From an optimization exercise on the open Yosys and OpenROAD flow, aimed at small area; shortcuts taken in it are not production practice.
Function was checked by simulation only, so behaviour that the tests miss may differ from the original.
The clock port is modelled as an ideal driver, which makes a skipped or thinned clock tree look cheaper than it is; a real chip needs a root buffer or a tree.

== run A ==
Design dragonbridge_top, start of the top module:
module dragonbridge_top(
		input wire clk,
		input wire rst_n,
		output wire[2:0] led,
		input wire rxd,
		output wire txd,
		output wire cs_n,
		output wire sck,
		output wire mosi,
		input wire miso,
		input wire i2c_sda_i,
		output wire i2c_sda_o,
		output wire i2c_scl_o
	);
Size in the first run: ~550 cells after synthesis, ~14 I/O pins.
==> flow/config.mk <==
export PLATFORM = sky130hd
export DESIGN_NAME = dragonbridge_top
export DESIGN_NICKNAME = dragonbridge_top
export VERILOG_FILES = /design/flow/design.v
export SDC_FILE = /design/flow/constraint.sdc
export NUM_CORES = 4
export LEC_CHECK = 0
export CAP_MARGIN = 20
export CORE_MARGIN = 2
export CORE_UTILIZATION = 60
export PLACE_DENSITY = 0.75
export SLEW_MARGIN = 20
==> flow/constraint.sdc <==
create_clock -name core_clock -period 10.0 [get_ports {clk}]
set_input_delay 2.0000 -clock core_clock [delete_from_list [all_inputs] [get_ports {clk}]]
set_output_delay 2.0000 -clock core_clock [all_outputs]
set_load 0.01 [all_outputs]
standard.sh (not shown) runs the stock make flow with config.mk's settings and CLKGATE_MAP_FILE= SYNTH_SCRIPT=/design/flow/synth_recipe.tcl, a recipe that flattens the netlist after the stock synthesis.
==> flow/flow/run.sh <==
#!/bin/bash
# Own layout flow. It runs the standard flow (standard.sh) with three changes:
#  - synthesis: synth_recipe.tcl unchanged, except that Yosys's final ABC technology
#    mapping (after the registers are mapped, so the registers are the standard
#    synthesis's) is run with each of the area-oriented scripts flow/abc_*.script,
#    and the smallest result is kept;
#  - port buffers: every input and output port still gets a buffer, but a buf_1;
#  - clock tree: built by flow/my_cts.tcl (the PRE_CTS_TCL hook) instead of TritonCTS:
#    the clock port drives four clkbuf cells, each driving a quarter of the flip-flops.
# Each tool's full log stays in orfs/logs/...; make's own output goes to flow_make.log.
set -o pipefail
HERE=$(pwd)
export MY_ABC_SCRIPTS="$(ls $HERE/flow/abc_*.script | tr '\n' ' ')"
cat > $HERE/my_synth.tcl <<'EOT'
proc abc {args} {
  set i [lsearch $args -script]
  if {$i < 0} { yosys abc {*}$args; return }
  set libargs ""
  foreach lib $::env(LIB_FILES) { append libargs "-liberty $lib " }
  yosys design -save pre_abc
  set besta 1e18
  set bestsc ""
  foreach sc $::env(MY_ABC_SCRIPTS) {
    yosys design -load pre_abc
    set a $args
    lset a [expr {$i+1}] $sc
    yosys abc {*}$a
    set txt [yosys tee -q -s result.string stat {*}$libargs]
    if {[regexp {Chip area for module[^:]*:\s*([0-9.]+)} $txt -> area]} {
      puts "MYABC $sc area $area"
      if {$area < $besta} { set besta $area; set bestsc $sc; yosys design -save best_abc }
    }
  }
  puts "MYABC best $bestsc $besta"
  yosys design -load best_abc
}
EOT
cat $HERE/synth_recipe.tcl >> $HERE/my_synth.tcl
export MY_CLK_BUF=sky130_fd_sc_hd__clkbuf_16 MY_CLK_NX=2 MY_CLK_NY=2
bash standard.sh "SYNTH_SCRIPT=$HERE/my_synth.tcl" "PRE_CTS_TCL=$HERE/flow/my_cts.tcl" "BUFFER_PORTS_ARGS=-buffer_cell sky130_fd_sc_hd__buf_1" finish > $HERE/flow_make.log 2>&1
Other scripts of this flow, unchanged in this note and not shown: flow/flow/abc_0.script, flow/flow/abc_1.script, flow/flow/abc_2.script, flow/flow/abc_3.script, flow/flow/abc_4.script, flow/flow/abc_5.script, flow/flow/abc_6.script, flow/flow/abc_7.script, flow/flow/abc_8.script, flow/flow/my_cts.tcl
Run A ended with every stage complete and zero timing, DRC or antenna violations.
Changes in run B relative to run A:
--- a/flow/design.v
+++ b/flow/design.v
@@ -128,20 +128,18 @@
 			sda_r <= ~op[0];
 		else if((st == I_CLK) & i_p1h)
 			sda_r <= op[0];
 		else if(i_act & i_p1l)
 			sda_r <= D[8];
 		if(i_act & i_p1h & c15)
 			ack <= i2c_sda_i;
-		case(st)
-			S_SRQ, S_SGT: T <= spi_last ? 9'd0 : (tz ? {1'b0, sdiv} : T - 9'd1);
-			S_TXST: T <= udiv;
-			S_TXW: T <= tz ? udiv : T - 9'd1;
-			default: T <= 9'd0;
-		endcase
+		if((st == S_SRQ) | (st == S_TXST) | tz)
+			T <= ((st == S_SRQ) | (st == S_SGT)) ? {1'b0, sdiv} : udiv;
+		else
+			T <= T - 9'd1;
 		if(st == S_IDLE)
 			C <= {2'b00, rb[1:0]};
 		else if(st == S_SRQ)
 			C <= 4'd0;
 		else if(st == S_SGT)
 		begin
 			if(pulse)
==> comparison <==
- Re mean instance size in the synthesized netlist: run B is 0.57% down on run A.
- Relative to run A, cell count has gone down in run B.
- Compared with run A, run B shows a share of the final layout cell area in sequential cells that is 0.53 points higher.
- Compared with run A, run B shows aggregate global-route resource usage lower by 0.23 points.
- Comparing the two runs side by side, run B comes out ahead of run A on cell area.
In every run of this note, the design's own scripts or RTL, not TritonCTS, make the clock network.

[what the ideal ports hide]
The flow's constraints put no driver on any port. The routed layouts listed below were extracted and timed again, unchanged, in two steps. Step 1 assumes that a clkbuf_16 drives the clock port and a buf_2 every other input. Step 2 also shifts input and output timing later by t, the mid clock arrival at the registers, as if the neighbouring blocks saw the same clock. a / b / c = no drivers / after step 1 / after step 2; a / b = the first two.
run	t (ns)	slack for setup (ns)	worst setup path after step 2	worst data-port slew with drivers (ns)	pins driven straight from the clock port
run A	0.239	5.770 / 5.748 / 5.748	input to output	0.03	4
run B	0.245	5.760 / 5.738 / 5.738	input to output	0.03	4
After both steps every run listed still meets setup and hold.
